This design comes from an exercise in tuning for small area and a short achievable clock period on the open sky130 flow, not from production work.
The RTL was checked by simulation tests, not by an equivalence proof against the original design.

// Posit_Adder
module Posit_Adder(A1,B1,clk, reset,OUT);
  input  [0:31] A1, B1;
  input  clk, reset;
  output reg [0:31] OUT;
  reg [31:0] a, b;           
  reg        r1, r2;         
  reg [24:0] s2_fl;          
  reg [27:0] s2_xs;          
  reg        s2_ci;          
  reg [9:0]  s2_sc;          
  reg        s2_s;           
  reg        s2_k;           
  function [30:0] cneg;
    input s;
    input [30:0] x;
    integer i;
    reg p;
    begin
      p = 1'b0;
      for (i = 0; i < 31; i = i + 1) begin
        cneg[i] = x[i] ^ (s & p);
        p = p | x[i];
      end
    end
  endfunction
  function [30:0] cnegf;
    input s;
    input [30:0] x;
    integer i;
    reg [3:0] bo;
    reg p, q;
    begin
      for (i = 0; i < 4; i = i + 1)
        bo[i] = |(({1'b0, x} >> (8 * i)) & 32'hFF);
      q = 1'b0;
      for (i = 0; i < 31; i = i + 1) begin
        if (i % 8 == 0) begin
          p = q;
          q = q | bo[i / 8];
        end
        cnegf[i] = x[i] ^ (s & p);
        p = p | x[i];
      end
    end
  endfunction
  function [38:0] strip;
    input [30:0] m;
    reg rb;
    reg [29:0] v;
    reg [4:0] c;
    begin
      rb = m[30];
      v = m[29:0];
      c = 5'd0;
      if (v[29:14] == {16{rb}}) begin v = {v[13:0], 16'd0}; c[4] = 1'b1; end
      if (v[29:22] == {8{rb}})  begin v = {v[21:0], 8'd0};  c[3] = 1'b1; end
      if (v[29:26] == {4{rb}})  begin v = {v[25:0], 4'd0};  c[2] = 1'b1; end
  ...
clock: 120.0 ns
lec_check: 0
cap_margin: 20
core_margin: 2
core_utilization: 40
cts_buf_list: sky130_fd_sc_hd__clkbuf_8
cts_cluster_diameter: 100
cts_cluster_size: 30
slew_margin: 20
standard.sh (not shown) runs the stock make flow with config.mk's settings and CLKGATE_MAP_FILE= SYNTH_SCRIPT=/design/flow/synth_recipe.tcl, a recipe that flattens the netlist after the stock synthesis.
==> flow/flow/run.sh <==
#!/bin/bash
# Layout flow: the standard flow (standard.sh), with one change in
# synthesis: ABC restructures the logic (&dc2, &syn3, &dch), maps it with an
# area-oriented mapper (amap), then
# resizes gates for delay, then downsizes gates off the critical
# paths. Registers, their names and cells are
# those of the standard synthesis, which runs unchanged up to the ABC call.
# Placement buffers each port with buf_1 instead of the default buffer.
set -euo pipefail
W=$(pwd)

cp "$W/flow/abc_map.script" "$W/abc_map.script"

# synth_recipe.tcl with ABC's script replaced by ours
{
  printf '%s\n' "proc abc {args} {" \
    "  set i [lsearch -exact \$args -script]" \
    "  if {\$i >= 0} { lset args [expr {\$i + 1}] {$W/abc_map.script} }" \
    "  yosys abc {*}\$args" \
    "}"
  cat "$W/synth_recipe.tcl"
} > "$W/flow_synth.tcl"

grep -q "$W/synth_recipe.tcl" "$W/standard.sh"
sed "s#$W/synth_recipe.tcl#$W/flow_synth.tcl#g" "$W/standard.sh" > "$W/flow_standard.sh"

# every port still gets its own buffer, the smallest one
bash "$W/flow_standard.sh" "BUFFER_PORTS_ARGS=-buffer_cell sky130_fd_sc_hd__buf_1" finish \
  > "$W/flow_make.log" 2>&1
test -f "$W/out/final.def"
==> flow/flow/abc_map.script <==
&get -n
&st
&dc2
&syn3
&dch
&put
amap
topo
stime -c
upsize -c
dnsize -c
stime -c
dnsize -c -D 20000 -I 20
stime -c
Edit:
==> flow/flow/run.sh (replaced) <==
#!/bin/bash
# Layout flow: the standard flow (standard.sh), with one change in
# synthesis: ABC maps the logic with an area-oriented mapper (amap), then
# buffers and resizes gates for delay. Registers, their names and cells are
# those of the standard synthesis, which runs unchanged up to the ABC call.
set -euo pipefail
W=$(pwd)

cp "$W/flow/abc_map.script" "$W/abc_map.script"

# synth_recipe.tcl with ABC's script replaced by ours
{
  printf '%s\n' "proc abc {args} {" \
    "  set i [lsearch -exact \$args -script]" \
    "  if {\$i >= 0} { lset args [expr {\$i + 1}] {$W/abc_map.script} }" \
    "  yosys abc {*}\$args" \
    "}"
  cat "$W/synth_recipe.tcl"
} > "$W/flow_synth.tcl"

grep -q "$W/synth_recipe.tcl" "$W/standard.sh"
sed "s#$W/synth_recipe.tcl#$W/flow_synth.tcl#g" "$W/standard.sh" > "$W/flow_standard.sh"

bash "$W/flow_standard.sh" > "$W/flow_make.log" 2>&1
test -f "$W/out/final.def"
==> flow/flow/abc_map.script (replaced) <==
strash
dch
amap
topo
stime -c
buffer -c
upsize -c
dnsize -c
CTS_BUF_LIST = not set   (was sky130_fd_sc_hd__clkbuf_8)
CTS_CLUSTER_DIAMETER = not set   (was 100)
CTS_CLUSTER_SIZE = not set   (was 30)
First-iteration DRC count goes up by a few percent.
Via count came out higher slightly.
Final cell count is higher slightly.
Edit:
--- a/flow/flow/run.sh
+++ b/flow/flow/run.sh
@@ -2,5 +2,8 @@
 # Layout flow: the standard flow (standard.sh), with one change in
-# synthesis: ABC maps the logic with an area-oriented mapper (amap), then
-# buffers and resizes gates for delay. Registers, their names and cells are
+# synthesis: ABC restructures the logic (&dc2, &syn3, &dch), maps it with an
+# area-oriented mapper (amap), then
+# buffers and resizes gates for delay, then downsizes gates off the critical
+# paths. Registers, their names and cells are
 # those of the standard synthesis, which runs unchanged up to the ABC call.
+# Placement buffers each port with buf_1 instead of the default buffer.
 set -euo pipefail
@@ -23,3 +26,5 @@
 
-bash "$W/flow_standard.sh" > "$W/flow_make.log" 2>&1
+# every port still gets its own buffer, the smallest one
+bash "$W/flow_standard.sh" "BUFFER_PORTS_ARGS=-buffer_cell sky130_fd_sc_hd__buf_1" finish \
+  > "$W/flow_make.log" 2>&1
 test -f "$W/out/final.def"
==> flow/flow/abc_map.script (replaced) <==
&get -n
&st
&dc2
&syn3
&dch
&put
amap
topo
stime -c
buffer -c
upsize -c
dnsize -c
stime -c
dnsize -c -D 20000 -I 20
stime -c
CORE_UTILIZATION = 60   (was 40)
CTS_BUF_LIST = sky130_fd_sc_hd__clkbuf_8   (was not set)
Die area went down by about 37%. Register-to-register slack improves by 0.17 ns. Final area fell by 11%. Worst setup slack gains 0.32 ns. Synthesized cell count fell by about 2.2%. Synthesized area decreases by 6.5%. Sequential cell count is unchanged.
Edit:
--- a/flow/flow/run.sh
+++ b/flow/flow/run.sh
@@ -4,3 +4,3 @@
 # area-oriented mapper (amap), then
-# buffers and resizes gates for delay, then downsizes gates off the critical
+# resizes gates for delay, then downsizes gates off the critical
 # paths. Registers, their names and cells are
--- a/flow/flow/abc_map.script
+++ b/flow/flow/abc_map.script
@@ -9,3 +9,2 @@
 stime -c
-buffer -c
 upsize -c
CORE_UTILIZATION = 40   (was 60)
CTS_BUF_LIST = sky130_fd_sc_hd__clkbuf_4 sky130_fd_sc_hd__clkbuf_8   (was sky130_fd_sc_hd__clkbuf_8)
The new run completed with no timing, DRC or antenna violations.
Clock skew decreases by 0.013 ns.
Cell area increases by 1.3%.
Edit:
--- a/flow/flow/run.sh
+++ b/flow/flow/run.sh
@@ -4,4 +4,3 @@
 # area-oriented mapper (amap), then
-# resizes gates for delay, then downsizes gates off the critical
-# paths. Registers, their names and cells are
+# buffers and resizes gates for delay. Registers, their names and cells are
 # those of the standard synthesis, which runs unchanged up to the ABC call.
==> flow/flow/abc_map.script (replaced) <==
&get -n
&st
&dc2
&syn3
&dch
&put
amap
topo
stime -c
buffer -c
upsize -c
dnsize -c
CTS_BUF_LIST = sky130_fd_sc_hd__clkbuf_8   (was sky130_fd_sc_hd__clkbuf_4 sky130_fd_sc_hd__clkbuf_8)
The changed run completed without violations.
Maximum frequency is about the same.
Hold slack gets worse by 0.010 ns.
Setup slack gets better by 0.018 ns.
Non-clock buffer count goes down by 10.
Global-route usage is lower by 1.4 points.
Synthesized cell count is higher by a little under a tenth.
Die area goes up by a few percent.
Wire length grows slightly.
Flip-flop and latch count stays the same.

-- re-timing with driven ports --
The results above use ideal ports. As a check the final layouts listed here were re-extracted and re-timed, cells and wires unchanged. Step 1 sets driving cells, clkbuf_16 on the clock port and buf_2 on the other inputs (assumed; they add their load-dependent delay and slew). Step 2 also shifts input and output timing later by t, the mid clock arrival at the registers, as if the neighbouring blocks saw the same clock. a / b / c = no drivers / after step 1 / after step 2; a / b = the first two.
| run | shift t [ns] | setup slack, ns | worst setup path after step 2 | clock arrival spread, ns | worst slew at a driven data input, ns |
|---|---|---|---|---|---|
| the first run | 0.543 | 94.999 / 94.950 / 94.903 | input to register | 0.022 / 0.022 | 0.04 |
| the second run | 0.491 | 94.671 / 94.620 / 94.428 | input to register | 0.011 / 0.010 | 0.04 |
| the third run | 0.517 | 94.995 / 94.948 / 94.781 | input to register | 0.035 / 0.034 | 0.03 |
| the fourth run | 0.543 | 94.999 / 94.950 / 94.903 | input to register | 0.022 / 0.022 | 0.04 |
| the fifth run | 0.531 | 95.017 / 94.968 / 94.734 | input to register | 0.023 / 0.024 | 0.04 |
After both steps every run listed still meets setup and hold. For the fifth run, which loses most, drivers alone change the setup slack by -0.049 ns; drivers and shift together by -0.283 ns.
